This design comes from an exercise in tuning for small area and a short achievable clock period on the open sky130 flow, not from production work.
RTL that was checked went through simulation tests only; none was proved equivalent to the original.
For runs 1 and 2, only the layout was checked, not whether the RTL still works.
Power figures rest on the tool's default switching activity, not on a simulated workload.

==> design/flow/design.v <==
module linebuffer_3x3 #
(
    parameter DATA_W = 8,
    parameter IMG_W  = 8      
)
(
    input  wire                     clk,
    input  wire                     rst,
    input  wire                     in_valid,
    input  wire signed [DATA_W-1:0] pixel_in,
    output reg                      out_valid,
    output reg signed [DATA_W-1:0]  p00, p01, p02,
    output reg signed [DATA_W-1:0]  p10, p11, p12,
    output reg signed [DATA_W-1:0]  p20, p21, p22
);
    reg signed [DATA_W-1:0] line1 [0:IMG_W-1];
    reg signed [DATA_W-1:0] line2 [0:IMG_W-1];
    integer i;
    reg [15:0] col;  
    always @(posedge clk) begin
        if (rst) begin
            for (i=0; i<IMG_W; i=i+1) begin
                line1[i] <= 0;
                line2[i] <= 0;
            end
            col <= 0;
            out_valid <= 0;
            p00 <= 0; p01 <= 0; p02 <= 0;
            p10 <= 0; p11 <= 0; p12 <= 0;
            p20 <= 0; p21 <= 0; p22 <= 0;
        end
        else if (in_valid) begin
            line2[col] <= line1[col];
            line1[col] <= pixel_in;
            if (col >= 2) begin
                p00 <= line2[col-2];
                p01 <= line2[col-1];
                p02 <= line2[col];
                p10 <= line1[col-2];
                p11 <= line1[col-1];
                p12 <= line1[col];
                p20 <= 0;  
                p21 <= 0;
                p22 <= 0;
                out_valid <= 1'b1;
            end else begin
                out_valid <= 1'b0;
            end
            if (col == IMG_W-1)
                col <= 0;
            else
                col <= col + 1;
        end else begin
            out_valid <= 0;
        end
    end
endmodule
module conv3x3_single_ch #
(
    parameter DATA_W = 8,
    parameter FRAC   = 4,
    parameter W00=0,parameter W01=0,parameter W02=0,
    parameter W10=0,parameter W11=0,parameter W12=0,
    parameter W20=0,parameter W21=0,parameter W22=0,
    parameter BIAS=0
)
(
    input  wire                     clk,
    input  wire                     rst,
    input  wire                     in_valid,
    input  wire signed [DATA_W-1:0] p00,p01,p02,p10,p11,p12,p20,p21,p22,
    output reg  signed [DATA_W-1:0] out_data,
    output reg                      out_valid
);
    reg signed [DATA_W+12:0] acc;
    reg signed [DATA_W+7:0]  prod;
    always @(posedge clk) begin
        if (rst) begin
            out_valid<=0; out_data<=0;
        end else if (in_valid) begin
            acc=0;
            prod=p00*W00; acc=acc+prod;
            prod=p01*W01; acc=acc+prod;
            prod=p02*W02; acc=acc+prod;
            prod=p10*W10; acc=acc+prod;
            prod=p11*W11; acc=acc+prod;
            prod=p12*W12; acc=acc+prod;
            prod=p20*W20; acc=acc+prod;
            prod=p21*W21; acc=acc+prod;
            prod=p22*W22; acc=acc+prod;
            acc=acc+(BIAS<<<FRAC);
            out_data<=acc>>>FRAC;
            out_valid<=1;
        end else
            out_valid<=0;
    end
endmodule
module batchnorm_scale_shift #
(
    parameter DATA_W = 8,
    parameter FRAC   = 4,
    parameter GAMMA  = (1<<FRAC),  
    parameter BETA   = 0           
)
(
    input  wire                     clk,
    input  wire                     rst,
    input  wire signed [DATA_W-1:0] in_data,
    input  wire                     in_valid,
    output reg  signed [DATA_W-1:0] out_data,
    output reg                      out_valid
);
    reg signed [DATA_W+7:0] mult, res;
    always @(posedge clk) begin
        if (rst) begin
            out_data  <= 0;
            out_valid <= 0;
        end else begin
            if (in_valid) begin
                mult = in_data * GAMMA;
                res  = (mult >>> FRAC) + BETA;
                out_data <= res[DATA_W-1:0];
                out_valid <= 1'b1;
            end else
                out_valid <= 1'b0;
        end
    end
endmodule
module leaky_relu #
(
    parameter DATA_W = 8,
    parameter FRAC   = 4,
    parameter A_NUM  = 1,
    parameter A_DEN  = 4
)
(
    input  wire                     clk,
    input  wire                     rst,
    input  wire signed [DATA_W-1:0] in_data,
    input  wire                     in_valid,
    output reg  signed [DATA_W-1:0] out_data,
    output reg                      out_valid
);
    reg signed [DATA_W+7:0] prod;
    reg signed [DATA_W+7:0] scaled;    
    always @(posedge clk) begin
        if (rst) begin
            out_data  <= 0;
            out_valid <= 0;
        end
        else begin
            if (in_valid) begin
                if (in_data[DATA_W-1] == 1'b0) begin
                    out_data <= in_data;
                end
                else begin
                    prod = in_data * A_NUM;
                    if (A_DEN == 1)
                        scaled = prod;
                    else if (A_DEN == 2)
                        scaled = prod >>> 1;
                    else if (A_DEN == 4)
                        scaled = prod >>> 2;
                    else
                        scaled = prod / A_DEN;
                    out_data <= scaled[DATA_W-1:0];
                end
                out_valid <= 1'b1;
            end
            else begin
                out_valid <= 1'b0;
            end
        end
    end
endmodule
module linebuffer_2x2 #
(
    parameter DATA_W = 8,
    parameter IMG_W  = 8
)
(
    input  wire                     clk,
    input  wire                     rst,
    input  wire                     in_valid,
    input  wire signed [DATA_W-1:0] pixel_in,
    output reg                      out_valid,
    output reg signed [DATA_W-1:0]  p00, p01,
    output reg signed [DATA_W-1:0]  p10, p11
);
    reg signed [DATA_W-1:0] linebuf [0:IMG_W-1];
    integer i;
    reg [15:0] col;
    reg row_valid;
    always @(posedge clk) begin
        if (rst) begin
            col <= 0;
            out_valid <= 0;
            for (i=0;i<IMG_W;i=i+1)
                linebuf[i] <= 0;
        end else if (in_valid) begin
            if (col < IMG_W)
                col <= col + 1;
            else
                col <= 1;
            if (row_valid && col >= 2) begin
                p00 <= linebuf[col-2];
                p01 <= linebuf[col-1];
                p10 <= pixel_in;
                p11 <= pixel_in;  
                out_valid <= 1;
            end else begin
                out_valid <= 0;
            end
            linebuf[col-1] <= pixel_in;
        end else begin
            out_valid <= 0;
        end
    end
    always @(posedge clk) begin
        if (rst)
            row_valid <= 0;
        else if (in_valid && col == IMG_W)
            row_valid <= 1;
    end
endmodule
module maxpool2x2 #
(
    parameter DATA_W = 8
)
(
    input  wire                     clk,
    input  wire                     rst,
    input  wire                     in_valid,
    input  wire signed [DATA_W-1:0] p00,
    input  wire signed [DATA_W-1:0] p01,
    input  wire signed [DATA_W-1:0] p10,
    input  wire signed [DATA_W-1:0] p11,
    output reg  signed [DATA_W-1:0] out_data,
    output reg                      out_valid
);
    reg signed [DATA_W-1:0] max1;
    reg signed [DATA_W-1:0] max2;
    always @(posedge clk) begin
        if (rst) begin
            out_valid <= 1'b0;
            out_data  <= {DATA_W{1'b0}};
            max1 <= {DATA_W{1'b0}};
            max2 <= {DATA_W{1'b0}};
        end else begin
            if (in_valid) begin
                if (p00 > p01) max1 <= p00;
                else           max1 <= p01;
                if (p10 > p11) max2 <= p10;
                else           max2 <= p11;
                if ( (p00 > p01 ? p00 : p01) > (p10 > p11 ? p10 : p11) )
                    out_data <= (p00 > p01 ? p00 : p01);
                else
                    out_data <= (p10 > p11 ? p10 : p11);
                out_valid <= 1'b1;
            end else begin
                out_valid <= 1'b0;
            end
        end
    end
endmodule
module cnn_s1_logic (
    input  wire [7:0] px, x1, t, yold,
    output wire [7:0] y, tn,
    output wire [4:0] cl,
    output wire [3:0] ch
);
    assign y  = px + x1;
    assign tn = {px[5:0], 2'b00} - x1;
    assign cl = {1'b0, t[3:0]} - {1'b0, yold[3:0]};
    assign ch = t[7:4] - yold[7:4];
endmodule
module cnn_s2_logic (
    input  wire [4:0] cl2,
    input  wire [3:0] ch2,
    output wire [3:0] bl,
    output wire [1:0] bc,
    output wire [3:0] bh
);
    wire [3:0] chm = ch2 - 4'd1;
    wire [3:0] hs0 = ch2 + {ch2[3], ch2[3:1]};
    wire [3:0] hs1 = chm + {chm[3], chm[3:1]};
    wire       c4  = ch2[0] ^ cl2[4];
    wire [5:0] blo = {2'b00, cl2[3:0]} + {2'b00, c4, cl2[3:1]} + 6'd4;
    assign bl = blo[3:0];
    assign bc = blo[5:4];
    assign bh = cl2[4] ? hs1 : hs0;
endmodule
module cnn_s3_logic (
    input  wire [3:0] bl3,
    input  wire [1:0] bc3,
    input  wire [3:0] bh3,
    output wire [7:0] f
);
    wire [7:0] b = {bh3 + {2'b00, bc3}, bl3};
    assign f = b[7] ? {b[7], b[7], b[7:2]} : b;
endmodule
module cnn_gt8 (
    input  wire [7:0] a, b,
    output wire       gt
);
    wire [7:0] ua = {~a[7], a[6:0]};
    wire [7:0] ub = {~b[7], b[6:0]};
    wire [7:0] g0 = ua & ~ub;
    wire [7:0] e0 = ~(ua ^ ub);
    wire [3:0] g1 = {g0[7] | (e0[7] & g0[6]), g0[5] | (e0[5] & g0[4]),
                     g0[3] | (e0[3] & g0[2]), g0[1] | (e0[1] & g0[0])};
    wire [3:0] e1 = {e0[7] & e0[6], e0[5] & e0[4], e0[3] & e0[2], e0[1] & e0[0]};
    wire [1:0] g2 = {g1[3] | (e1[3] & g1[2]), g1[1] | (e1[1] & g1[0])};
    wire       e2 = e1[3] & e1[2];
    assign gt = g2[1] | (e2 & g2[0]);
endmodule
module cnn_max8 (
    input  wire [7:0] a, b,
    output wire [7:0] m
);
    wire gt;
    cnn_gt8 cmp (.a(a), .b(b), .gt(gt));
    assign m = gt ? a : b;
endmodule
module cnn_top_with_pool #
(
    parameter DATA_W = 8,
    parameter FRAC   = 4,
    parameter IMG_W  = 32
)
(
    input  wire                     clk,
    input  wire                     rst,
    input  wire                     in_valid,
    input  wire signed [DATA_W-1:0] pixel_in,
    output reg                      out_valid,
    output reg signed [DATA_W-1:0]  out_data
);
    integer i;
    reg  [4:0] col;           
    reg        row1;          
    reg  [7:0] x1;            
    reg  [7:0] t;             
    reg  [7:0] yl [0:29];     
    reg  [4:0] cl2;           
    reg  [3:0] ch2;           
    reg        fe2;           
    wire       feat = |col[4:1];
    wire [7:0] y_n, t_n;
    wire [4:0] cl_n;
    wire [3:0] ch_n;
    cnn_s1_logic s1 (.px(pixel_in), .x1(x1), .t(t), .yold(yl[29] & {8{row1}}),
                     .y(y_n), .tn(t_n), .cl(cl_n), .ch(ch_n));
    always @(posedge clk) begin
        if (rst) begin
            col  <= 5'd0;
            row1 <= 1'b0;
            fe2  <= 1'b0;
        end else begin
            fe2 <= in_valid & feat;
            if (in_valid) begin
                col <= col + 5'd1;
                if (&col) row1 <= 1'b1;
            end
        end
        if (in_valid) begin
            x1 <= pixel_in;
            t  <= t_n;
        end
        if (in_valid && feat) begin
            yl[0] <= y_n;
            for (i = 1; i < 30; i = i + 1)
                yl[i] <= yl[i-1];
        end
        cl2 <= cl_n;
        ch2 <= ch_n;
    end
    reg  [3:0] bl3;           
    reg  [1:0] bc3;           
    reg  [3:0] bh3;           
    reg        fe3;
    wire [3:0] bl_n, bh_n;
    wire [1:0] bc_n;
    cnn_s2_logic s2 (.cl2(cl2), .ch2(ch2), .bl(bl_n), .bc(bc_n), .bh(bh_n));
    always @(posedge clk) begin
        bl3 <= bl_n;
        bc3 <= bc_n;
        bh3 <= bh_n;
        if (rst) fe3 <= 1'b0;
        else     fe3 <= fe2;
    end
    reg  signed [7:0] f4;
    reg        fe4;
    wire [7:0] f_n;
    cnn_s3_logic s3 (.bl3(bl3), .bc3(bc3), .bh3(bh3), .f(f_n));
    always @(posedge clk) begin
        f4 <= f_n;
        if (rst) fe4 <= 1'b0;
        else     fe4 <= fe3;
    end
    reg  signed [7:0] fl [0:31];     
    reg  signed [7:0] f5;
    reg        c29, c30;      
    reg        sl5;           
    reg        fe5;
    wire       c29_n, c30_n;
    cnn_gt8 g29 (.a(f4), .b(fl[29]), .gt(c29_n));
    cnn_gt8 g30 (.a(f4), .b(fl[30]), .gt(c30_n));
    always @(posedge clk) begin
        f5  <= f4;
        c29 <= c29_n;
        c30 <= c30_n;
        if (rst) begin
            fe5 <= 1'b0;
            sl5 <= 1'b0;
        end else begin
            fe5 <= fe4;
            sl5 <= fe5;
        end
    end
    reg  [4:0] d;             
    reg        any;           
    reg        row2;          
    reg        res;           
    reg  signed [7:0] p6, f6;        
    reg        v6;
    always @(posedge clk) begin
        if (rst) begin
            d    <= 5'd31;
            any  <= 1'b0;
            row2 <= 1'b0;
            res  <= 1'b0;
        end else if (fe5) begin
            d    <= d + 5'd1;
            any  <= 1'b1;
            if (any && (&d)) row2 <= 1'b1;
            res  <= ~(&d) & (row2 | (any & (&d)));
        end
        if (fe5) begin
            fl[0] <= f5;
            for (i = 1; i < 31; i = i + 1)
                fl[i] <= fl[i-1];
            fl[31] <= (sl5 ? c29 : c30) ? f5 : fl[30];
        end
        p6 <= fl[31];
        f6 <= f5;
        if (rst) v6 <= 1'b0;
        else     v6 <= fe5 & res;
    end
    wire [7:0] r_n;
    cnn_max8 mx (.a(f6), .b(p6), .m(r_n));
    always @(posedge clk) begin
        out_data <= r_n;
        if (rst) out_valid <= 1'b0;
        else     out_valid <= v6;
    end
endmodule
==> design/flow/flow/run.sh <==
#!/bin/bash
# The standard layout, except that synthesis leaves the adders to ABC
# instead of mapping them onto the library's half- and full-adder cells, and
# clock tree synthesis adds no dummy loads.
set -euo pipefail
bash standard.sh ADDER_MAP_FILE= \
  "CTS_ARGS=-sink_clustering_enable -repair_clock_nets -sink_clustering_size 30 -sink_clustering_max_diameter 60 -dont_use_dummy_load" \
  finish > standard_make.log 2>&1
==> design/flow/standard.sh <==
#!/bin/bash
# synth_recipe.tcl (not shown) runs the flow's synth.tcl, then flattens the netlist and writes it again
# the make line also repeats each setting of config.mk as NAME=value (left out here)
make -C /OpenROAD-flow-scripts/flow DESIGN_CONFIG=/design/flow/config.mk WORK_HOME=/design/flow/orfs CLKGATE_MAP_FILE= SYNTH_SCRIPT=/design/flow/synth_recipe.tcl "${@:-finish}"
==> design/flow/config.mk <==
export PLATFORM = sky130hd
export DESIGN_NAME = cnn_top_with_pool
export DESIGN_NICKNAME = cnn_top_with_pool
export VERILOG_FILES = /design/flow/design.v
export SDC_FILE = /design/flow/constraint.sdc
export NUM_CORES = 4
export LEC_CHECK = 0
export ABC_CLOCK_PERIOD_IN_PS = 1600
export CAP_MARGIN = 20
export CORE_MARGIN = 2
export CORE_UTILIZATION = 60
export CTS_CLUSTER_DIAMETER = 60
export CTS_CLUSTER_SIZE = 30
export SETUP_SLACK_MARGIN = 2.4
export SLEW_MARGIN = 20
export SYNTH_HIERARCHICAL = 1
==> design/flow/constraint.sdc <==
create_clock -name core_clock -period 4.0 [get_ports {clk}]
set_input_delay 0.8000 -clock core_clock [delete_from_list [all_inputs] [get_ports {clk}]]
set_output_delay 0.8000 -clock core_clock [all_outputs]
set_load 0.01 [all_outputs]
==> flow_summary.ini, run 1 <==
[yosys]
synth-seq-area-share_pct = 87.50
syn_area_um2 = 19450
ys.flop_type = edfxtp_1
synth_nets = 925
yosysWarnings = 11
synthCells = 914
ys_ff_latch = 594
async_reset_ff_share_pct = 0
synth-edff-count = 512
synth_cell_type_count = 63
synth_area_per_cell_um2 = 21.28

[detailed_routing]
firstDrtPassIters = 5
vias = 7723
wirelength_um = 25750
vias_per_cell = 5.516
drt_iter0_drc = 585
final_antenna_net_count = 0
drc = 0
wl_per_cell_um = 18.39

[pwr]
p_leak_uw = 0.007171
p_sw_share_pct = 20.56
pwr_density_cell_nw_per_um2 = 533.9
p_int_uw = 9245
comb_power_share_pct = 8.7
peakVddDrop_uv = 306.5
p_total_uw = 11640
power_switching_uw = 2393
clockPowerShare_pct = 28.3
seq_power_share_pct = 63.0

[layout]
n_fill_cell = 1962
area_growth_pct = 12.10
fin_nets = 1010
drive_gt1_share_pct = 19.56
final_util_pct = 68.73
finish.instance_area_um2 = 21800

[timing]
fmax_ghz = 0.5224
finalCritPeriodShare_pct = 47.86
rsz0062_at_grt = true
max-slew-margin-rel_pct = 67.85
finalSetupTns_ns = 0
finalHoldViolations = 0
worst_pin_slew_ns = 0.4822
finClkSkew_ns = 0.02984
final_max_slew_viol_count = 0
setup_slack_ns = 2.086
layout_min_cycle_time_ns = 1.914
setup_viol = 0

[worst_setup_path]
cp_data_arrival_time_ns = 2.16
path_class = reg2reg
crit_family = compound AO/OA/AOI/OAI gates
slowest_delay_ns = 0.52
worst-r2r-cell-count = 6
critPathBufInv = 1
r2r-end = t[7]
path_max_fanout = 5
critPathCaptureType = flip-flop
startpoint_type = flip-flop
required_ns = 4.25
cp_cell_sequence = buf_4 > o21ai_4 > o2111ai_4 > a41oi_2 > o31ai_2 > xnor2_1
reg2reg_slack_ns = 2.09
worst_path_max_delay_cell = edfxtp_1
timing.rr.start = x1[0]

[die]
die_area_um2 = 33870
core-area_um2 = 31720
die_height_um = 184.0
num_rows = 65
die_w_um = 184.0
io_pins = 20
start_util_pct = 61.31

[placement]
hpwl_um = 13360
io_buffers = 19
place_congestion = 0.8772
dp_worst_setup_slack_ns = 1.060
placed_area_um2 = 20230

[clock_network]
cts_tree = done
cts-buffers-inserted = 36
htree_levels = 2
root_buffer = clkbuf_16
cts_buffer_depth = 3
clk_pin_slew_ns = 0.09
insertion_delay_ns = 0.53
ctsHoldBuffers = 0
clock_sinks = 594

[global_route]
grt_pass1_vias = 7555
grt_max_degree = 100
grt_usage_pct = 15.43
antenna_found_initial = 0
grt_pass1_wl_um = 40650
grt_overflow = 0

[worst_hold_path]
whs_path_depth = 0
hp-start = fl[31][7]
holdPathEnd = p6[7]
hp-class = reg2reg

[status]
status = finished clean

[job]
drv_cap = 0
==> sequential cells by signal (all words and copies together), names as in the netlist, 2 cells and up <==
name	count
f5	8
p6	8
t	8
bl3	4
bc3	2
bh3	4
col	5
fl	256
ch2	4
cl2	5
x1	8
out_data	8
d	5
f4	8
f6	8
yl	240
==> worst max path at each step <==
stage             start  endpoint  slack, ns  depth (start not counted)
3_3_place_gp   in_valid  yl[5][2]       1.16                          4
6_report          x1[0]      t[7]       2.09                          6
4_1_cts           x1[0]  yl[0][5]       2.13                          5
2_1_floorplan  in_valid  yl[0][0]       1.06                          1
5_1_grt           x1[0]      t[7]       2.00                          6
3_5_place_dp   in_valid  yl[9][2]       1.06                          4
==> area by class of cell <==
cell class	instances	area, µm²	area share (%)
Timing Repair Buffer	65	823.3	3.777
Inverter	27	101.3	0.4649
Antenna cell	1	2.502	0.01148
Tap cell	402	503.0	2.307
Sequential cell	594	17040	78.19
Clock buffer	36	900.9	4.133
Multi-Input combinational cell	275	2424	11.12
==> cells in the final DEF, fill, tap and decap left out, types with 8 or more instances in the layout <==
| cell | Yosys | final |
|---|---|---|
| clkbuf_16 | 0 | 37 |
| buf_16 | 0 | 9 |
| dfxtp_2 | 0 | 13 |
| nand2_1 | 17 | 16 |
| nand2b_1 | 16 | 14 |
| mux2_4 | 11 | 11 |
| a21oi_1 | 14 | 13 |
| mux2_2 | 8 | 8 |
| dfxtp_1 | 82 | 66 |
| maj3_2 | 11 | 13 |
| nor2b_1 | 10 | 9 |
| nor2_1 | 24 | 24 |
| buf_6 | 6 | 10 |
| edfxtp_1 | 512 | 512 |
| xor2_1 | 17 | 16 |
| xnor2_1 | 47 | 43 |
| buf_4 | 5 | 26 |
| inv_1 | 27 | 26 |
==> modules after synthesis, one instance, submodules excluded <==
module,flip-flops and latches,times used,cells
cnn_s3_logic,0,1,26
cnn_max8,0,1,9
cnn_gt8,0,3,20
cnn_s2_logic,0,1,35
cnn_top_with_pool,594,1,659
cnn_s1_logic,0,1,125
==> power groups by stage <==
stage	clock network (µW)	registers, µW	logic (µW)
2_1_floorplan	0	7370	687
3_3_place_gp	0	7440	847
3_5_place_dp	0	7460	873
4_1_cts	3440	7320	968
5_1_grt	3660	7370	1090
6_report	3300	7330	1010
==> through the flow <==
stage	hold slack, ns	std cells
2_1_floorplan	0.3233	914
3_3_place_gp	0.3295	1324
3_5_place_dp	0.3269	1324
4_1_cts	0.3322	1389
5_1_grt	0.3392	1399
6_report	0.3292	1400
==> worst register-to-register path: stages, from the launching register on <==
cell	delay, ns
edfxtp_1	0.52
buf_4	0.20
o21ai_4	0.20
o2111ai_4	0.20
a41oi_2	0.29
o31ai_2	0.10
xnor2_1	0.14
==> metal layers <==
layer / vias up / global-route usage (%) / routed length [µm]
met5: - / 0 / 0
met4: 0 / 4.928 / 617
li1: 3608 / - / -
met1: 3923 / 23.16 / 12390
met3: 49 / 2.437 / 882
met2: 143 / 23.71 / 11850
==> repair_timing <==
| item | 4_1_cts | 5_1_grt |
|---|---|---|
| endpoints found under the setup margin | 478 | 86 |
| gates cloned | 6 | 1 |
| gates resized for setup | 93 | 28 |
| pin swaps | 13 | 12 |
| setup buffers | 23 | 9 |
==> cell usage after synthesis, types with 6 or more instances <==
library cell / instances / area (µm²)
a21oi_1: 14 / 70.07
o21ai_0: 8 / 40.04
and2_1: 9 / 56.30
inv_1: 27 / 101.4
maj3_2: 11 / 123.9
buf_6: 6 / 67.56
mux2_4: 11 / 165.2
a31oi_1: 6 / 37.54
mux2_2: 8 / 90.09
nand2b_1: 16 / 100.1
xnor2_1: 47 / 411.6
edfxtp_1: 512 / 15370
xor2_1: 17 / 148.9
nor2b_1: 10 / 62.56
nand2_1: 17 / 63.81
dfxtp_1: 82 / 1642
nor2_1: 24 / 90.09
==> cell families (layout without fill, tap and decap cells) <==
logic type,after synthesis,count (layout),synth area share (%)
other,0,1,0
flip-flops,594,594,87.50
buffers and inverters,46,128,1.248
XOR/XNOR,65,65,3.024
multiplexers,23,23,1.583
AO/OA/AOI/OAI,71,72,2.889
AND/OR/NAND/NOR,100,100,2.908
adder cells (fa/ha/maj),15,15,0.8429
==> inputs of run 2 (changes only) <==
--- a/design/flow/design.v
+++ b/design/flow/design.v
@@ -264,17 +264,32 @@
     end
 endmodule
 module cnn_s1_logic (
-    input  wire [7:0] px, x1, t, yold,
-    output wire [7:0] y, tn,
+    input  wire [7:0] px, x1, x2,
+    output wire [4:0] yl,
+    output wire [3:0] yh,
+    output wire [4:0] al,
+    output wire [3:0] ah
+);
+    assign yl = {1'b0, px[3:0]} + {1'b0, x1[3:0]};
+    assign yh = px[7:4] + x1[7:4];
+    assign al = {1'b0, x1[1:0], 2'b00} - {1'b0, x2[3:0]};
+    assign ah = x1[5:2] - x2[7:4];
+endmodule
+module cnn_s2_logic (
+    input  wire [4:0] yl1,
+    input  wire [3:0] yh1,
+    input  wire [4:0] al1,
+    input  wire [3:0] ah1,
+    input  wire [7:0] yold,
+    output wire [7:0] y,
     output wire [4:0] cl,
     output wire [3:0] ch
 );
-    assign y  = px + x1;
-    assign tn = {px[5:0], 2'b00} - x1;
-    assign cl = {1'b0, t[3:0]} - {1'b0, yold[3:0]};
-    assign ch = t[7:4] - yold[7:4];
+    assign y  = {yh1 + {3'b000, yl1[4]}, yl1[3:0]};
+    assign cl = {1'b0, al1[3:0]} - {1'b0, yold[3:0]};
+    assign ch = ah1 - yold[7:4] - {3'b000, al1[4]};
 endmodule
-module cnn_s2_logic (
+module cnn_s3_logic (
     input  wire [4:0] cl2,
     input  wire [3:0] ch2,
     output wire [3:0] bl,
@@ -290,7 +305,7 @@
     assign bc = blo[5:4];
     assign bh = cl2[4] ? hs1 : hs0;
 endmodule
-module cnn_s3_logic (
+module cnn_s4_logic (
     input  wire [3:0] bl3,
     input  wire [1:0] bc3,
     input  wire [3:0] bh3,
@@ -339,41 +354,58 @@
     integer i;
     reg  [4:0] col;           
     reg        row1;          
-    reg  [7:0] x1;            
-    reg  [7:0] t;             
-    reg  [7:0] yl [0:29];     
-    reg  [4:0] cl2;           
-    reg  [3:0] ch2;           
-    reg        fe2;           
-    wire       feat = |col[4:1];
-    wire [7:0] y_n, t_n;
-    wire [4:0] cl_n;
-    wire [3:0] ch_n;
-    cnn_s1_logic s1 (.px(pixel_in), .x1(x1), .t(t), .yold(yl[29] & {8{row1}}),
-                     .y(y_n), .tn(t_n), .cl(cl_n), .ch(ch_n));
+    reg  [7:0] x1, x2;        
+    reg  [4:0] yl1;           
+    reg  [3:0] yh1;           
+    reg  [4:0] al1;           
+    reg  [3:0] ah1;           
+    reg        fe1;           
+    reg        m1;            
+    wire [4:0] yl_n, al_n;
+    wire [3:0] yh_n, ah_n;
+    cnn_s1_logic s1 (.px(pixel_in), .x1(x1), .x2(x2),
+                     .yl(yl_n), .yh(yh_n), .al(al_n), .ah(ah_n));
     always @(posedge clk) begin
         if (rst) begin
             col  <= 5'd0;
             row1 <= 1'b0;
-            fe2  <= 1'b0;
+            fe1  <= 1'b0;
         end else begin
-            fe2 <= in_valid & feat;
+            fe1 <= in_valid & (|col[4:1]);
             if (in_valid) begin
                 col <= col + 5'd1;
                 if (&col) row1 <= 1'b1;
             end
         end
-        if (in_valid) begin
+        m1 <= row1;
+        if (in_valid && !rst) begin
             x1 <= pixel_in;
-            t  <= t_n;
+            x2 <= x1;
         end
-        if (in_valid && feat) begin
-            yl[0] <= y_n;
+        yl1 <= yl_n;
+        yh1 <= yh_n;
+        al1 <= al_n;
+        ah1 <= ah_n;
+    end
+    reg  [7:0] yl [0:29];     
+    reg  [4:0] cl2;           
+    reg  [3:0] ch2;           
+    reg        fe2;
+    wire [7:0] y1;
+    wire [4:0] cl_n;
+    wire [3:0] ch_n;
+    cnn_s2_logic s2 (.yl1(yl1), .yh1(yh1), .al1(al1), .ah1(ah1),
+                     .yold(yl[29] & {8{m1}}), .y(y1), .cl(cl_n), .ch(ch_n));
+    always @(posedge clk) begin
+        if (fe1) begin
+            yl[0] <= y1;
             for (i = 1; i < 30; i = i + 1)
                 yl[i] <= yl[i-1];
         end
         cl2 <= cl_n;
         ch2 <= ch_n;
+        if (rst) fe2 <= 1'b0;
+        else     fe2 <= fe1;
     end
     reg  [3:0] bl3;           
     reg  [1:0] bc3;           
@@ -381,7 +413,7 @@
     reg        fe3;
     wire [3:0] bl_n, bh_n;
     wire [1:0] bc_n;
-    cnn_s2_logic s2 (.cl2(cl2), .ch2(ch2), .bl(bl_n), .bc(bc_n), .bh(bh_n));
+    cnn_s3_logic s3 (.cl2(cl2), .ch2(ch2), .bl(bl_n), .bc(bc_n), .bh(bh_n));
     always @(posedge clk) begin
         bl3 <= bl_n;
         bc3 <= bc_n;
@@ -392,7 +424,7 @@
     reg  signed [7:0] f4;
     reg        fe4;
     wire [7:0] f_n;
-    cnn_s3_logic s3 (.bl3(bl3), .bc3(bc3), .bh3(bh3), .f(f_n));
+    cnn_s4_logic s4 (.bl3(bl3), .bc3(bc3), .bh3(bh3), .f(f_n));
     always @(posedge clk) begin
         f4 <= f_n;
         if (rst) fe4 <= 1'b0;
==> design/flow/flow/run.sh (replaced) <==
#!/bin/bash
# The standard layout, except that synthesis leaves the adders to ABC
# instead of mapping them onto the library's half- and full-adder cells.
set -euo pipefail
bash standard.sh ADDER_MAP_FILE= finish > standard_make.log 2>&1
==> run 2 against run 1 <==
Sequential power up 2%. Wire length shrank 11%. Non-clock buffer count down 28. Worst hold slack better by 0.017 ns. Still clean on timing, DRC and antenna. Combinational power fell by 13%. Worst setup slack better by 0.16 ns. Critical path type is now reg2out. Maximum frequency is 9.0% higher. Clock-buffer cell count is 1 higher. Final cell count rose by 2.2%. Core utilization decreased by 1.1 points.
==> flow_summary.ini, run 2 <==
[status]
status = finished clean

[detailed_routing]
vias_per_cell = 5.097
firstDrtPassIters = 4
wirelength_um = 22980
drc = 0
drt_iter0_drc = 519
vias = 7294
wl_per_cell_um = 16.06
final_antenna_net_count = 0

[die]
die_w_um = 185.1
start_util_pct = 60.77
io_pins = 20
die_area_um2 = 34250
num_rows = 66
die_height_um = 185.1
core-area_um2 = 32370

[yosys]
synth_area_per_cell_um2 = 21.86
yosysWarnings = 11
yosysTopAreaCell = edfxtp_1
yosys.cell_count.top_type = edfxtp_1
synth-seq-area-share_pct = 88.53
synth-edff-count = 512
synthCells = 900
synth_commonest_cells = edfxtp_1, dfxtp_1, xnor2_1, inv_1, nor2_1
async_reset_ff_share_pct = 0
ys_ff_latch = 614
synth_cell_type_count = 57
synth_nets = 911
syn_area_um2 = 19670
synth_top_area_share_pct = 78.15
ys.flop_type = edfxtp_1
synthTopCellsByArea = edfxtp_1, dfxtp_1, xnor2_1, maj3_2, mux2_4

[layout]
largest_reg_flops = 256
insertedDiodeCount = 0
drive_gt1_share_pct = 17.19
biggestRegsByFlops = fl x256, yl x240
largest-register = fl
layout_commonest_cell = edfxtp_1
fin_nets = 974
final_cells = 1431
layout_common_cells = edfxtp_1, dfxtp_1, xnor2_1
area_growth_pct = 11.20

[placement]
placed_cells = 1354
dp_worst_setup_slack_ns = 1.691
io_buffers = 19
hpwl_um = 11840
place_congestion = 0.7768

[timing]
layout_min_cycle_time_ns = 1.755
finalSetupTns_ns = 0
whs_ns = 0.3460
finClkSkew_ns = 0.01338
worst_pin_slew_ns = 0.4762
setup_viol = 0
finalHoldViolations = 0
rsz0062_at_grt = true
max-slew-margin-rel_pct = 68.26
setup_slack_ns = 2.245
fmax_ghz = 0.5697
final_max_slew_viol_count = 0
finalCritPeriodShare_pct = 43.89

[worst_setup_path]
path_max_fanout = 1
path_class = reg2out
reg2reg_slack_ns = 2.30
critPathCaptureType = primary output
cp_num_cells = 1
worst_path_max_delay_cell = dfxtp_2
startpoint_type = flip-flop
cp_cell_sequence = buf_6
critPathBufInv = 1
slowest_delay_ns = 0.33
required_ns = 3.20
cp_data_arrival_time_ns = 0.96
worst-r2r-cell-count = 5
crit_family = flip-flops

[pwr]
p_total_uw = 12240
p_leak_uw = 0.007147
pwr_density_cell_nw_per_um2 = 559.4
peakVddDrop_uv = 366.9

[clock_network]
cts_buffer_depth = 3
cts-buffers-inserted = 37
clk_pin_slew_ns = 0.08
insertion_delay_ns = 0.52
clock_sinks = 614
htree_levels = 2
cts_tree = done
ctsHoldBuffers = 0
root_buffer = clkbuf_16

[global_route]
grt_pass1_wl_um = 36760
grt_usage_pct = 13.53
grt_max_degree = 109
grt_pass1_vias = 7187
grt_overflow = 0
antenna_found_initial = 0

[worst_hold_path]
hp-class = reg2reg
whs_path_depth = 0

[job]
drv_cap = 0
## run 2: cell types whose count changed after synthesis, sizes merged, moves of 3 or more
cell	change
dfxtp	+20
xnor2	+9
nor2	-7
nand2	-6
a21oi	-4
a31oi	-4
clkbuf	-4
maj3	+4
xor2	-4
nand2b	-3
## run 2: what timing repair did
| action | in CTS | in global routing |
|---|---|---|
| endpoints found under the setup margin | 250 | 192 |
| gates resized for setup | 43 | 26 |
| pin swaps | 2 | 5 |
| gates cloned | 0 | 1 |
| buffers inserted | 5 | 6 |
## run 2: where the power goes
part	total [µW]	switching (µW)	internal, µW	leakage (µW)
sequential	7470	269	7200	0.00547
combinational	881	349	532	0.00110
clock	3890	2070	1820	0.000577
## run 2: per-stage QoR
step	util, %	cell area [µm²]
floorplan	-	19720
global placement	63.18	20450
detailed placement	63.18	20450
CTS	67.07	21710
global route	67.58	21880
finish	67.58	21880
## run 2: per-module statistics from Yosys, one instance, submodules excluded
module / flops+latches / cell area [µm²] / copies in the design / cells inside
cnn_max8: 0 / 131.4 / 1 / 9
cnn_gt8: 0 / 155.1 / 3 / 20
cnn_s1_logic: 0 / 370.4 / 1 / 49
cnn_top_with_pool: 614 / 17910 / 1 / 680
cnn_s3_logic: 0 / 251.5 / 1 / 35
cnn_s4_logic: 0 / 232.7 / 1 / 26
cnn_s2_logic: 0 / 311.5 / 1 / 41
## run 2: cell families after synthesis
kind of cell	share of synthesized area, %
and+or+nand+nor	2.449
AOI/OAI and AO/OA	2.131
xor gates and xnor gates	3.212
DFF	88.53
muxes	1.565
adders and majority gates	1.062
buffers and inverters	1.049
## run 2: layer usage
metal / part of all wire, % / track usage, % / routed length [µm] / vias up
li1: - / - / - / 3502
met1: 48 / 19.43 / 10990 / 3651
met2: 47 / 21.33 / 10690 / 96
met3: 3.1 / 2.418 / 705 / 45
met4: 2.6 / 4.635 / 597 / 0
met5: 0 / 0 / 0 / -
## run 2: final cells by class
class	instances	area (µm²)
Clock buffer	37	925.9
Clock inverter	28	274.0
Fill cell	2135	10500
Inverter	27	101.3
Multi-Input combinational cell	246	2142
Sequential cell	614	17440
Tap cell	442	553.0
Timing Repair Buffer	37	441.7
## run 2: worst paths after layout
check / start / end
min reg2reg: fl[31][4] / p6[4]
max reg2reg: m1 / cl2[4]
max: out_data[1] / out_data[1]
min: fl[31][4] / p6[4]
==> inputs of run 3 (changes only) <==
--- a/design/flow/design.v
+++ b/design/flow/design.v
@@ -329,14 +329,6 @@
     wire       e2 = e1[3] & e1[2];
     assign gt = g2[1] | (e2 & g2[0]);
 endmodule
-module cnn_max8 (
-    input  wire [7:0] a, b,
-    output wire [7:0] m
-);
-    wire gt;
-    cnn_gt8 cmp (.a(a), .b(b), .gt(gt));
-    assign m = gt ? a : b;
-endmodule
 module cnn_top_with_pool #
 (
     parameter DATA_W = 8,
@@ -433,15 +425,20 @@
     reg  signed [7:0] fl [0:31];     
     reg  signed [7:0] f5;
     reg        c29, c30;      
+    reg        cr5;           
     reg        sl5;           
     reg        fe5;
-    wire       c29_n, c30_n;
+    wire       c29_n, c30_n, c31_n, cf_n;
+    wire       merge = sl5 ? c29 : c30;     
     cnn_gt8 g29 (.a(f4), .b(fl[29]), .gt(c29_n));
     cnn_gt8 g30 (.a(f4), .b(fl[30]), .gt(c30_n));
+    cnn_gt8 g31 (.a(f4), .b(fl[31]), .gt(c31_n));
+    cnn_gt8 gf5 (.a(f4), .b(f5),     .gt(cf_n));
     always @(posedge clk) begin
         f5  <= f4;
         c29 <= c29_n;
         c30 <= c30_n;
+        cr5 <= fe5 ? (merge ? cf_n : c30_n) : c31_n;
         if (rst) begin
             fe5 <= 1'b0;
             sl5 <= 1'b0;
@@ -454,8 +451,6 @@
     reg        any;           
     reg        row2;          
     reg        res;           
-    reg  signed [7:0] p6, f6;        
-    reg        v6;
     always @(posedge clk) begin
         if (rst) begin
             d    <= 5'd31;
@@ -472,18 +467,10 @@
             fl[0] <= f5;
             for (i = 1; i < 31; i = i + 1)
                 fl[i] <= fl[i-1];
-            fl[31] <= (sl5 ? c29 : c30) ? f5 : fl[30];
+            fl[31] <= merge ? f5 : fl[30];
         end
-        p6 <= fl[31];
-        f6 <= f5;
-        if (rst) v6 <= 1'b0;
-        else     v6 <= fe5 & res;
-    end
-    wire [7:0] r_n;
-    cnn_max8 mx (.a(f6), .b(p6), .m(r_n));
-    always @(posedge clk) begin
-        out_data <= r_n;
+        out_data <= cr5 ? f5 : fl[31];
         if (rst) out_valid <= 1'b0;
-        else     out_valid <= v6;
+        else     out_valid <= fe5 & res;
     end
 endmodule
==> run 3 against run 2 <==
Wire length grew 1.3%. Global-route usage is 0.47 points higher. Sequential power down 2%. Combinational power increased by 6.4%. Worst hold slack gained 0.051 ns. Highest routed layer unchanged. Maximum frequency increased by 0.45%. Critical endpoint is now out_data[2]. Power is 0.13% lower. Synthesized cell count rose by 0.67%. Final cell count is the same. First-iteration DRC count is 5.0% higher. Largest power group unchanged.
==> flow_summary.ini, run 3 <==
[worst_setup_path]
cp_data_arrival_time_ns = 0.95
worst_path_max_delay_cell = dfxtp_1
critPathCaptureType = primary output
worst-r2r-cell-count = 5
reg2reg_slack_ns = 2.31
critPathBufInv = 1
required_ns = 3.20
startpoint_type = flip-flop
slowest_delay_ns = 0.31
r2r-end = cl2[4]
crit_family = flip-flops
path_max_fanout = 1
timing.rr.start = m1
path_class = reg2out
cp_cell_sequence = buf_2

[detailed_routing]
drc = 0
vias = 7355
vias_per_cell = 5.140
final_antenna_net_count = 0
firstDrtPassIters = 4
wl_per_cell_um = 16.27
drt_iter0_drc = 545
wirelength_um = 23280

[timing]
max-slew-margin-rel_pct = 66.48
setup_viol = 0
layout_min_cycle_time_ns = 1.748
fmax_ghz = 0.5722
finalSetupTns_ns = 0
worst_pin_slew_ns = 0.5028
rsz0062_at_grt = true
finalHoldViolations = 0
finClkSkew_ns = 0.02953
finalCritPeriodShare_pct = 43.69
final_max_slew_viol_count = 0

[global_route]
grt_usage_pct = 14.00
grt_overflow = 0
grt_pass1_vias = 7308
antenna_found_initial = 0
grt_pass1_wl_um = 37630
grt_max_degree = 108

[clock_network]
cts_buffer_depth = 3
cts_tree = done
clock_sinks = 598
insertion_delay_ns = 0.53
cts-buffers-inserted = 36
ctsHoldBuffers = 0
root_buffer = clkbuf_16
clk_pin_slew_ns = 0.10
htree_levels = 2

[yosys]
synth-edff-count = 512
ys.flop_type = edfxtp_1
yosysWarnings = 11
async_reset_ff_share_pct = 0
synth_xor_area_share_pct = 3.334
yosysTopAreaCell = edfxtp_1
synth_commonest_cells = edfxtp_1, dfxtp_1, xnor2_1, inv_1
yosys.cell_count.top_type = edfxtp_1
synth_nets = 917
synthMuxAreaShare_pct = 1.478
synth_fa_ha_area_share_pct = 1.246
synthTopCellsByArea = edfxtp_1, dfxtp_1, xnor2_1, maj3_2, mux2_2
synth_area_per_cell_um2 = 21.50
synth_top_area_share_pct = 78.95
synth_cell_type_count = 56
synth-seq-area-share_pct = 87.79
ys_ff_latch = 598
synthCells = 906
synth_compound_area_share_pct = 2.461
syn_area_um2 = 19470
synth_top_family_by_area = XOR/XNOR gates
synthSimpleGateAreaFrac_pct = 2.583

[layout]
drive_gt1_share_pct = 16.77
biggestRegsByFlops = fl x256, yl x240
layout_common_cells = edfxtp_1, dfxtp_1, xnor2_1
fin_nets = 981
insertedDiodeCount = 0
largest_reg_flops = 256
final_util_pct = 68.26
layout_commonest_cell = edfxtp_1
area_growth_pct = 11.46
largest-register = fl

[pwr]
p_int_uw = 9526
comb_power_share_pct = 7.7
peakVddDrop_uv = 386.8
seq_power_share_pct = 59.9
p_sw_share_pct = 22.06
p_leak_uw = 0.007096
pwr_density_cell_nw_per_um2 = 563.1
power_switching_uw = 2697
clockPowerShare_pct = 32.5

[die]
die_area_um2 = 33910
core-area_um2 = 31800
start_util_pct = 61.24
die_w_um = 184.2
die_height_um = 184.2
num_rows = 65
io_pins = 20

[placement]
hpwl_um = 11900
place_congestion = 0.7727
io_buffers = 19

[job]
drv_cap = 0

[status]
status = finished clean

[worst_hold_path]
hp-start = yl[25][3]
hp-class = reg2reg
whs_path_depth = 0
holdPathEnd = yl[26][3]
## run 3: stage by stage
step	area (µm²)	hold WS, ns	power, µW	cells	setup slack (ns)
after global routing	21710	0.3998	12730	1431	2.205
after global placement	20270	0.3633	8359	1355	1.765
after floorplan	19540	0.3301	8118	906	1.082
after detailed placement	20270	0.3590	8392	1355	1.713
after CTS	21610	0.3846	12340	1426	2.225
final	21710	0.3974	12220	1431	2.252
## run 3: kinds of logic (layout without fill, tap and decap cells)
kind of cell,Yosys count,in the layout
compound gates,60,60
xor+xnor,72,72
fa+ha+maj,22,22
buf+inv,46,136
flops,598,598
mux,24,24
simple gates,84,84
## run 3: how the worst max path moves through the flow
stage | startpoint | to | slack [ns] | cells after the start
floorplan | fe5 | d[4] | 1.08 | 5
CTS | out_data[2] | out_data[2] | 2.23 | 1
detailed placement | in_valid | x2[0] | 1.71 | 2
finish | out_data[2] | out_data[2] | 2.25 | 1
global route | out_valid | out_valid | 2.20 | 1
global placement | in_valid | x1[0] | 1.77 | 2
## run 3: area by class of cell
cell class                      count  area, µm²
Timing Repair Buffer               39      434.2
Clock buffer                       43       1001
Multi-Input combinational cell    262       2226
Sequential cell                   598      17110
Fill cell                        2010      10090
Tap cell                          435      544.3
Inverter                           33      123.9
Clock inverter                     21      267.8
## run 3: modules after synthesis, one instance, submodules excluded
module,times used,area [µm²]
cnn_gt8,4,155.1
cnn_s3_logic,1,251.5
cnn_s4_logic,1,232.7
cnn_s2_logic,1,311.5
cnn_top_with_pool,1,17690
cnn_s1_logic,1,370.4
## run 3: repair_timing
| item | CTS | global route |
|---|---|---|
| setup endpoints to repair | 396 | 214 |
| pin swaps | 2 | 2 |
| endpoints found under the hold margin | 0 | 0 |
| setup buffers | 7 | 5 |
| resized for setup | 40 | 9 |
## run 3: routing by layer
metal | vias to the layer above | share of wire [%] | GRT usage [%]
met1 | 3681 | 49 | 20.81
met2 | 98 | 45 | 21.58
met3 | 44 | 3.6 | 2.687
met4 | 0 | 2.2 | 4.032
li1 | 3532 | - | -
met5 | - | 0 | 0
## run 3: power groups by stage
| stage | sequential (µW) | clock, µW | combinational (µW) |
|---|---|---|---|
| floorplan | 7380 | 0 | 740 |
| global placement | 7450 | 0 | 906 |
| detailed placement | 7470 | 0 | 926 |
| CTS | 7320 | 4120 | 904 |
| global route | 7360 | 4340 | 1030 |
| finish | 7320 | 3970 | 937 |
==> inputs of run 4 (changes only) <==
==> design/flow/flow/run.sh (replaced) <==
#!/bin/bash
# The standard layout, except that synthesis leaves the adders to ABC
# instead of mapping them onto the library's half- and full-adder cells, and
# clock tree synthesis adds no dummy loads.
set -euo pipefail
bash standard.sh ADDER_MAP_FILE= \
  "CTS_ARGS=-sink_clustering_enable -repair_clock_nets -sink_clustering_size 30 -sink_clustering_max_diameter 60 -dont_use_dummy_load" \
  finish > standard_make.log 2>&1
--- a/design/flow/config.mk
+++ b/design/flow/config.mk
@@ -9,8 +9,6 @@
 export CAP_MARGIN = 20
 export CORE_MARGIN = 2
 export CORE_UTILIZATION = 60
-export CTS_CLUSTER_DIAMETER = 60
-export CTS_CLUSTER_SIZE = 30
-export SETUP_SLACK_MARGIN = 2.4
+export SETUP_SLACK_MARGIN = 2.3
 export SLEW_MARGIN = 20
 export SYNTH_HIERARCHICAL = 1
==> run 4 against run 3 <==
Still clean on timing, DRC and antenna. Design area is 2.1% lower. Via count is 0.48% lower. Sequential power is essentially flat. Clock skew increased by 0.011 ns. Wire length fell by 0.50%. Critical path depth is the same. Die area unchanged. Worst hold slack worse by 0.049 ns. Synthesized cell count stayed put. Core utilization fell by 1.4 points. Critical path type unchanged.
==> flow_summary.ini, run 4 <==
[timing]
setup_slack_ns = 2.259
final_max_slew_viol_count = 0
layout_min_cycle_time_ns = 1.741
max-slew-margin-rel_pct = 50.73
finalSetupTns_ns = 0
finClkSkew_ns = 0.04047
finalHoldViolations = 0
whs_ns = 0.3482
rsz0062_at_grt = true
finalCritPeriodShare_pct = 43.53
fmax_ghz = 0.5743
worst_pin_slew_ns = 0.7390
setup_viol = 0

[yosys]
synth_commonest_cells = edfxtp_1, dfxtp_1, xnor2_1, inv_1
yosys.cell_count.top_type = edfxtp_1
synthSimpleGateAreaFrac_pct = 2.583
synth_fa_ha_area_share_pct = 1.246
synthMuxAreaShare_pct = 1.478
synth_cell_type_count = 56
synth_compound_area_share_pct = 2.461
synth-seq-area-share_pct = 87.79
yosysTopAreaCell = edfxtp_1
syn_area_um2 = 19470
yosysWarnings = 11
synth_nets = 917
ys.flop_type = edfxtp_1
synthTopCellsByArea = edfxtp_1, dfxtp_1, xnor2_1, maj3_2, mux2_2
async_reset_ff_share_pct = 0
synth-edff-count = 512
synth_area_per_cell_um2 = 21.50
synth_top_area_share_pct = 78.95
synth_xor_area_share_pct = 3.334
synth_top_family_by_area = XOR/XNOR gates
ys_ff_latch = 598
synthCells = 906

[worst_setup_path]
cp_cell_sequence = buf_6
critPathBufInv = 1
critPathCaptureType = primary output
slowest_delay_ns = 0.32
reg2reg_slack_ns = 2.30
crit_family = flip-flops
timing.rr.start = yl[29][0]
r2r-end = cl2[4]
required_ns = 3.20
worst-r2r-cell-count = 5
path_max_fanout = 1
worst_path_max_delay_cell = dfxtp_2
path_class = reg2out
cp_data_arrival_time_ns = 0.94
startpoint_type = flip-flop

[clock_network]
ctsHoldBuffers = 0
cts_tree = done
root_buffer = clkbuf_16
htree_levels = 2
clock_sinks = 598
clk_pin_slew_ns = 0.07
cts_buffer_depth = 3
insertion_delay_ns = 0.54
cts-buffers-inserted = 37

[detailed_routing]
final_antenna_net_count = 0
wirelength_um = 23160
wl_per_cell_um = 16.57
firstDrtPassIters = 4
drt_iter0_drc = 572
vias_per_cell = 5.236
drc = 0
vias = 7320

[placement]
io_buffers = 19
place_congestion = 0.7738
hpwl_um = 12110
dp_worst_setup_slack_ns = 1.362

[global_route]
antenna_found_initial = 0
grt_usage_pct = 14.16
grt_overflow = 0
grt_max_degree = 84
grt_pass1_wl_um = 37910
grt_pass1_vias = 7333

[die]
num_rows = 65
start_util_pct = 61.24
die_area_um2 = 33910
io_pins = 20
die_height_um = 184.2
die_w_um = 184.2
core-area_um2 = 31800

[job]
drv_cap = 0

[pwr]
peakVddDrop_uv = 321.8
p_leak_uw = 0.006885
pwr_density_cell_nw_per_um2 = 546.2

[layout]
layout_common_cells = edfxtp_1, dfxtp_1, xnor2_1
fin_nets = 976
drive_gt1_share_pct = 14.23
largest-register = fl
area_growth_pct = 9.161
seqCellArea_um2 = 17110
insertedDiodeCount = 0
final_util_pct = 66.85
multiInputGateArea_um2 = 2210
layout_commonest_cell = edfxtp_1
n_fill_cell = 2048
largest_reg_flops = 256
biggestRegsByFlops = fl x256, yl x240

[worst_hold_path]
whs_path_depth = 0
hp-start = row1
hp-class = reg2reg
holdPathEnd = m1

[status]
status = finished clean
[run 4: changes by cell type in the layout (fill, tap and decap cells not counted), moves of 3 or more]
cell	previous run	this run
buf_16	3	0
buf_6	1	11
buf_12	6	3
buf_2	9	4
dfxtp_1	81	78
clkbuf_1	3	0
clkinv_8	5	0
inv_8	3	0
dfxtp_2	2	5
inv_6	4	0
buf_4	10	5
[run 4: timing repair]
item	CTS	global route
endpoints found under the hold margin	0	0
gates resized for setup	44	18
buffers inserted	5	1
pin swaps	4	3
endpoints found under the setup margin	387	93
[run 4: cell type report]
type / count / area share [%]
Timing Repair Buffer: 33 / 1.607
Inverter: 33 / 0.5827
Tap cell: 435 / 2.560
Sequential cell: 598 / 80.50
Clock buffer: 37 / 4.355
Multi-Input combinational cell: 262 / 10.39
[run 4: worst max-delay path by stage]
stage / endpoint / startpoint / cells past startpoint
after detailed placement: x1[7] / rst / 2
after floorplan: d[4] / fe5 / 5
after global placement: x1[0] / rst / 2
after global routing: out_valid / out_valid / 1
final: out_data[0] / out_data[0] / 1
after CTS: out_data[0] / out_data[0] / 1
[run 4: per-module statistics from Yosys (local to each module, per instance)]
module / cell area (µm²) / cells / times used
cnn_gt8: 155.1 / 20 / 4
cnn_s4_logic: 232.7 / 26 / 1
cnn_s3_logic: 251.5 / 35 / 1
cnn_s2_logic: 311.5 / 41 / 1
cnn_s1_logic: 370.4 / 49 / 1
cnn_top_with_pool: 17690 / 675 / 1
[run 4: kinds of logic after synthesis]
family                   Yosys count
XOR/XNOR                          72
multiplexers                      24
adder cells (fa/ha/maj)           22
buffers and inverters             46
AND/OR/NAND/NOR                   84
AO/OA/AOI/OAI                     60
flip-flops                       598
[run 4: metrics by stage]
stage	instances	power, µW	cell area, µm²
after floorplan	906	8117	19520
after global placement	1355	8357	20230
after detailed placement	1355	8385	20230
after CTS	1397	11750	21200
after global routing	1398	12110	21260
final	1398	11610	21260
[run 4: routing by layer]
layer  up-vias  wire, µm  GRT usage [%]
met5         -         0              0
met4         0       518          4.576
met3        36       742          2.687
met2        86     10440          21.55
met1      3705     11460          21.12
li1       3493         -              -
[run 4: power breakdown]
| group | leakage, µW | switching, µW | internal, µW | total [µW] |
|---|---|---|---|---|
| Clock | 0.000456 | 1720 | 1640 | 3370 |
| Combinational | 0.00109 | 364 | 548 | 912 |
| Sequential | 0.00534 | 326 | 7010 | 7330 |
==> inputs of run 5 (changes only) <==
--- a/design/flow/config.mk
+++ b/design/flow/config.mk
@@ -8,7 +8,7 @@
 export ABC_CLOCK_PERIOD_IN_PS = 1600
 export CAP_MARGIN = 20
 export CORE_MARGIN = 2
-export CORE_UTILIZATION = 60
-export SETUP_SLACK_MARGIN = 2.3
+export CORE_UTILIZATION = 70
+export SETUP_SLACK_MARGIN = 2.4
 export SLEW_MARGIN = 20
 export SYNTH_HIERARCHICAL = 1
==> run 5 against run 4 <==
Clock-buffer cell count unchanged. Still clean on timing, DRC and antenna. Synthesized cell count is the same. Highest routed layer unchanged. First-iteration DRC count grew 8.9%. Global-route usage up 1.5 points. Largest cell class unchanged. Critical path type unchanged. Die area fell by 14%. Clock skew fell by 0.017 ns. Critical path depth unchanged.
==> flow_summary.ini, run 5 <==
[global_route]
grt_overflow = 0
grt_usage_pct = 15.64
grt_max_degree = 104
antenna_found_initial = 0
grt_pass1_wl_um = 35400
grt_pass1_vias = 6991

[die]
core-area_um2 = 27550
start_util_pct = 70.68
die_height_um = 170.8
num_rows = 61
die_area_um2 = 29170
io_pins = 20
die_w_um = 170.8

[worst_setup_path]
critPathCaptureType = primary output
path_max_fanout = 1
worst_path_max_delay_cell = dfxtp_1
reg2reg_slack_ns = 2.32
cp_cell_sequence = buf_2
required_ns = 3.20
slowest_delay_ns = 0.31
critPathBufInv = 1
cp_data_arrival_time_ns = 0.94
startpoint_type = flip-flop
path_class = reg2out
crit_family = flip-flops

[timing]
layout_min_cycle_time_ns = 1.742
finalSetupTns_ns = 0
final_max_slew_viol_count = 0
setup_viol = 0
fmax_ghz = 0.5742
finalHoldViolations = 0
finalCritPeriodShare_pct = 43.54
rsz0062_at_grt = true
max-slew-margin-rel_pct = 67.53
finClkSkew_ns = 0.02387
whs_ns = 0.3709
worst_pin_slew_ns = 0.4870

[detailed_routing]
vias = 7284
wl_per_cell_um = 16.94
drt_iter0_drc = 623
wirelength_um = 22720
vias_per_cell = 5.432
final_antenna_net_count = 0
drc = 0
firstDrtPassIters = 4

[yosys]
ys.flop_type = edfxtp_1
synth_cell_type_count = 56
yosysWarnings = 11
synth_area_per_cell_um2 = 21.50
async_reset_ff_share_pct = 0
synthTopCellsByArea = edfxtp_1, dfxtp_1, xnor2_1, maj3_2, mux2_2
synth-edff-count = 512
synth-seq-area-share_pct = 87.79
yosysTopAreaCell = edfxtp_1
syn_area_um2 = 19470
synth_commonest_cells = edfxtp_1, dfxtp_1, xnor2_1, inv_1
ys_ff_latch = 598
synth_top_area_share_pct = 78.95
synthCells = 906
synth_nets = 917
yosys.cell_count.top_type = edfxtp_1

[layout]
biggestRegsByFlops = fl x256, yl x240
largest-register = fl
layout_common_cells = edfxtp_1, dfxtp_1, xnor2_1
layout_commonest_cell = edfxtp_1
fin_nets = 976
area_growth_pct = 9.110
n_fill_cell = 1464
insertedDiodeCount = 0
largest_reg_flops = 256
drive_gt1_share_pct = 14.64

[clock_network]
clock_sinks = 598
ctsHoldBuffers = 0
cts_buffer_depth = 3
htree_levels = 2
insertion_delay_ns = 0.52
cts_tree = done
clk_pin_slew_ns = 0.07
cts-buffers-inserted = 37
root_buffer = clkbuf_16

[job]
drv_cap = 0

[placement]
hpwl_um = 11720
io_buffers = 19
place_congestion = 0.7791

[pwr]
p_leak_uw = 0.006912
pwr_density_cell_nw_per_um2 = 546.0
peakVddDrop_uv = 416.8

[status]
status = finished clean

[worst_hold_path]
hp-class = reg2reg
-- run 5: cell counts after synthesis --
Identical to the previous run, type by type.
-- run 5: path summary, 6_finish.rpt --
path,endpoint,startpoint,cells after the start
max,out_data[6],out_data[6],1
min,m1,row1,0
max reg2reg,cl2[4],yl[29][0],5
min reg2reg,m1,row1,0
-- run 5: layer usage --
metal	GRT usage, %	up-vias	share of wire (%)
li1	-	3483	-
met1	23.65	3663	49
met2	23.75	99	46
met3	2.868	39	3.3
met4	5.091	0	2.1
met5	0	-	0
-- run 5: per-module statistics from Yosys, one instance, submodules excluded --
module             flops+latches  copies in the design  cell area [µm²]
cnn_gt8                        0                     4            155.1
cnn_s1_logic                   0                     1            370.4
cnn_s2_logic                   0                     1            311.5
cnn_s3_logic                   0                     1            251.5
cnn_s4_logic                   0                     1            232.7
cnn_top_with_pool            598                     1            17690
-- run 5: timing repair --
item | 4_1_cts | 5_1_grt
resized for setup | 40 | 21
pin swaps | 2 | 2
gates cloned | 0 | 0
setup buffers | 7 | 3
endpoints found under the setup margin | 417 | 206
-- run 5: power by group --
part / total (µW) / switching, µW / internal (µW)
logic: 947 / 376 / 571
registers: 7330 / 320 / 7010
clock network: 3330 / 1690 / 1640
total: 11600 / 2380 / 9220
-- run 5: through the flow --
step / util, % / total power [µW] / area [µm²] / worst slack (ns) / std cells
5_1_grt: 77.12 / 12040 / 21250 / 2.212 / 1341
3_3_place_gp: 73.24 / 8343 / 20180 / 1.503 / 1294
6_report: 77.12 / 11600 / 21250 / 2.258 / 1341
2_1_floorplan: - / 8118 / 19540 / 1.082 / 906
4_1_cts: 76.82 / 11680 / 21170 / 2.226 / 1338
3_5_place_dp: 73.24 / 8386 / 20180 / 1.362 / 1294
-- run 5: cell type report --
| class | instances | area [µm²] | share of cell area (%) |
|---|---|---|---|
| clock buffers | 37 | 925.9 | 4.357 |
| inverters | 33 | 123.9 | 0.5829 |
| multi-input cells | 262 | 2215 | 10.42 |
| flip-flops and latches | 598 | 17110 | 80.54 |
| well taps | 378 | 473.0 | 2.226 |
| repair buffers | 33 | 397.9 | 1.872 |
-- run 5: kinds of logic (layout without fill, tap and decap cells) --
kind of cell	Yosys count	in the layout	synth area share, %
xor+xnor	72	72	3.334
compound gates	60	60	2.461
mux	24	24	1.478
fa+ha+maj	22	22	1.246
buf+inv	46	103	1.111
flops	598	598	87.79
simple gates	84	84	2.583
==> inputs of run 6 (changes only) <==
--- a/design/flow/config.mk
+++ b/design/flow/config.mk
@@ -8,7 +8,9 @@
 export ABC_CLOCK_PERIOD_IN_PS = 1600
 export CAP_MARGIN = 20
 export CORE_MARGIN = 2
-export CORE_UTILIZATION = 70
+export CORE_UTILIZATION = 60
+export CTS_CLUSTER_DIAMETER = 60
+export CTS_CLUSTER_SIZE = 30
 export SETUP_SLACK_MARGIN = 2.4
 export SLEW_MARGIN = 20
 export SYNTH_HIERARCHICAL = 1
==> run 6 against run 5 <==
Still clean on timing, DRC and antenna. Worst setup slack better by 0.0087 ns. Clock-buffer cell count fell by 1. Global-route usage down 1.6 points.
==> flow_summary.ini, run 6 <==
[timing]
fmax_ghz = 0.5771
finalCritPeriodShare_pct = 43.32
max-slew-margin-rel_pct = 68.83
finClkSkew_ns = 0.06452
rsz0062_at_grt = true
setup_viol = 0
finalSetupTns_ns = 0
final_max_slew_viol_count = 0
finalHoldViolations = 0
worst_pin_slew_ns = 0.4675
layout_min_cycle_time_ns = 1.733

[worst_setup_path]
critPathCaptureType = primary output
path_class = reg2out
critPathBufInv = 1
timing.rr.start = m1
cp_cell_sequence = buf_2
worst-r2r-cell-count = 5
worst_path_max_delay_cell = dfxtp_1
slowest_delay_ns = 0.31
required_ns = 3.20
path_max_fanout = 1
crit_family = flip-flops
startpoint_type = flip-flop
reg2reg_slack_ns = 2.31
r2r-end = cl2[4]
cp_data_arrival_time_ns = 0.93

[placement]
placed_cells = 1355
io_buffers = 19
place_congestion = 0.7727
hpwl_um = 11900

[detailed_routing]
drc = 0
vias = 7328
wirelength_um = 23510
firstDrtPassIters = 4
drt_iter0_drc = 553
dr_wl_met2_um = 10640
dr.max_layer_used = met4
wl_per_cell_um = 16.74
final_antenna_net_count = 0
wl_met1_um = 11590
vias_per_cell = 5.219
dr_wl_met3_um = 795

[yosys]
yosysTopAreaCell = edfxtp_1
synthTopCellsByArea = edfxtp_1, dfxtp_1, xnor2_1, maj3_2, mux2_2
synth-edff-count = 512
yosys.cell_count.top_type = edfxtp_1
yosysWarnings = 11
syn_area_um2 = 19470
synth_cell_type_count = 56
synth-seq-area-share_pct = 87.79
ys_ff_latch = 598
synth_area_per_cell_um2 = 21.50
synth_nets = 917
synth_top_area_share_pct = 78.95
synthCells = 906
async_reset_ff_share_pct = 0
ys.flop_type = edfxtp_1
synth_commonest_cells = edfxtp_1, dfxtp_1, xnor2_1, inv_1

[status]
status = finished clean

[global_route]
grt_pass1_wl_um = 37690
grt_max_degree = 92
grt_overflow = 0
antenna_found_initial = 0
grt_pass1_vias = 7264
grt_usage_pct = 14.06

[layout]
fin_nets = 982
area_growth_pct = 9.752
largest-register = fl
n_fill_cell = 2050
largest_reg_flops = 256
biggestRegsByFlops = fl x256, yl x240
layout_commonest_cell = edfxtp_1
final_cells = 1404
insertedDiodeCount = 0
drive_gt1_share_pct = 14.76
layout_common_cells = edfxtp_1, dfxtp_1, xnor2_1

[clock_network]
cts_tree = done
htree_levels = 2
cts-buffers-inserted = 36
ctsHoldBuffers = 0
clk_pin_slew_ns = 0.10
cts_buffer_depth = 3
root_buffer = clkbuf_16
insertion_delay_ns = 0.53
clock_sinks = 598

[die]
die_w_um = 184.2
io_pins = 20
core-area_um2 = 31800
die_area_um2 = 33910
num_rows = 65
start_util_pct = 61.24
die_height_um = 184.2

[pwr]
p_leak_uw = 0.006948
pwr_density_cell_nw_per_um2 = 539.8
peakVddDrop_uv = 383.3

[worst_hold_path]
hp-class = reg2reg
whs_path_depth = 0
holdPathEnd = yl[15][4]
hp-start = yl[14][4]

[job]
drv_cap = 0
run 6: cell counts after synthesis:
Identical to the previous run, type by type.
run 6: final cells by class:
class	instances	area (µm²)	share of cell area, %
inverter	33	123.9	0.5795
clock buffer	36	900.9	4.215
multi-input combinational	262	2226	10.41
sequential	598	17110	80.05
timing repair buffer	40	469.2	2.195
tap	435	544.3	2.546
run 6: cells by family (layout without fill, tap and decap cells):
logic type,count (synthesis),in the layout,share of synthesized area [%]
buf+inv,46,109,1.111
simple gates,84,84,2.583
xor+xnor,72,72,3.334
mux,24,24,1.478
compound gates,60,60,2.461
flops,598,598,87.79
fa+ha+maj,22,22,1.246
run 6: worst max-delay path by stage:
stage / startpoint / to / slack, ns / cells after the start
4_1_cts: out_data[2] / out_data[2] / 2.24 / 1
2_1_floorplan: fe5 / d[4] / 1.08 / 5
3_5_place_dp: in_valid / x2[0] / 1.71 / 2
3_3_place_gp: in_valid / x1[0] / 1.77 / 2
6_report: out_data[2] / out_data[2] / 2.27 / 1
5_1_grt: out_data[2] / out_data[2] / 2.22 / 1
run 6: through the flow:
| stage | hold slack (ns) | total power [µW] | setup slack [ns] | cell area (µm²) | utilization [%] |
|---|---|---|---|---|---|
| 2_1_floorplan | 0.3301 | 8118 | 1.082 | 19540 | - |
| 3_3_place_gp | 0.3633 | 8359 | 1.765 | 20270 | 63.74 |
| 3_5_place_dp | 0.3590 | 8392 | 1.713 | 20270 | 63.74 |
| 4_1_cts | 0.3532 | 11660 | 2.238 | 21270 | 66.90 |
| 5_1_grt | 0.3475 | 12020 | 2.224 | 21370 | 67.22 |
| 6_report | 0.3564 | 11540 | 2.267 | 21370 | 67.22 |
run 6: report_power, final:
group	total [µW]	switching [µW]	internal, µW
Combinational	922	374	547
Clock	3300	1700	1600
Sequential	7320	319	7000
Total	11500	2390	9150
run 6: what timing repair did:
action	in CTS	in global routing
pin swaps	2	2
cloned	1	0
setup endpoints to repair	396	161
gates resized for setup	40	10
buffers inserted	7	5
run 6: per-module statistics from Yosys (local to each module, per instance):
module             cells  cell area, µm²
cnn_s2_logic          41           311.5
cnn_s4_logic          26           232.7
cnn_s1_logic          49           370.4
cnn_gt8               20           155.1
cnn_s3_logic          35           251.5
cnn_top_with_pool    675           17690
run 6: per-layer routing:
layer | track usage (%) | vias up
met1 | 21.14 | 3699
met2 | 21.46 | 87
met5 | 0 | -
met4 | 4.160 | 0
met3 | 2.608 | 41
li1 | - | 3501

==> separate check: timing with driven ports <==
No port has a modelled driver above. Below, the same layouts with a new extraction and two added sets of constraints. Step 1 sets driving cells, clkbuf_16 on the clock port and buf_2 on the other inputs (assumed; they add their load-dependent delay and slew). Step 2 times the ports against the registers' clock, not the clock port: input delays grow and output delays shrink by t, the midpoint of the rising clock arrivals with the driver on. a / b / c = no drivers / after step 1 / after step 2; a / b = the first two.
| run | t (ns) | setup slack, ns | hold WS [ns] | clock arrival spread, ns | cell pins on the clock port's net |
|---|---|---|---|---|---|
| run 1 | 0.561 | 2.086 / 2.086 / 1.590 | 0.329 / 0.329 / 0.329 | 0.047 / 0.047 | 1 |
| run 2 | 0.571 | 2.245 / 2.194 / 1.886 | 0.346 / 0.346 / 0.346 | 0.023 / 0.022 | 1 |
| run 3 | 0.563 | 2.252 / 2.203 / 1.897 | 0.397 / 0.397 / 0.397 | 0.030 / 0.030 | 1 |
| run 4 | 0.568 | 2.259 / 2.206 / 1.829 | 0.348 / 0.348 / 0.348 | 0.051 / 0.050 | 1 |
| run 5 | 0.559 | 2.258 / 2.207 / 1.869 | 0.371 / 0.371 / 0.371 | 0.032 / 0.032 | 1 |
| run 6 | 0.549 | 2.267 / 2.218 / 1.910 | 0.356 / 0.356 / 0.356 | 0.065 / 0.066 | 1 |
After both steps setup and hold are still met in every run listed. The setup slack of run 1, which loses most, moves by 0.000 ns with the drivers and by -0.496 ns with both steps.
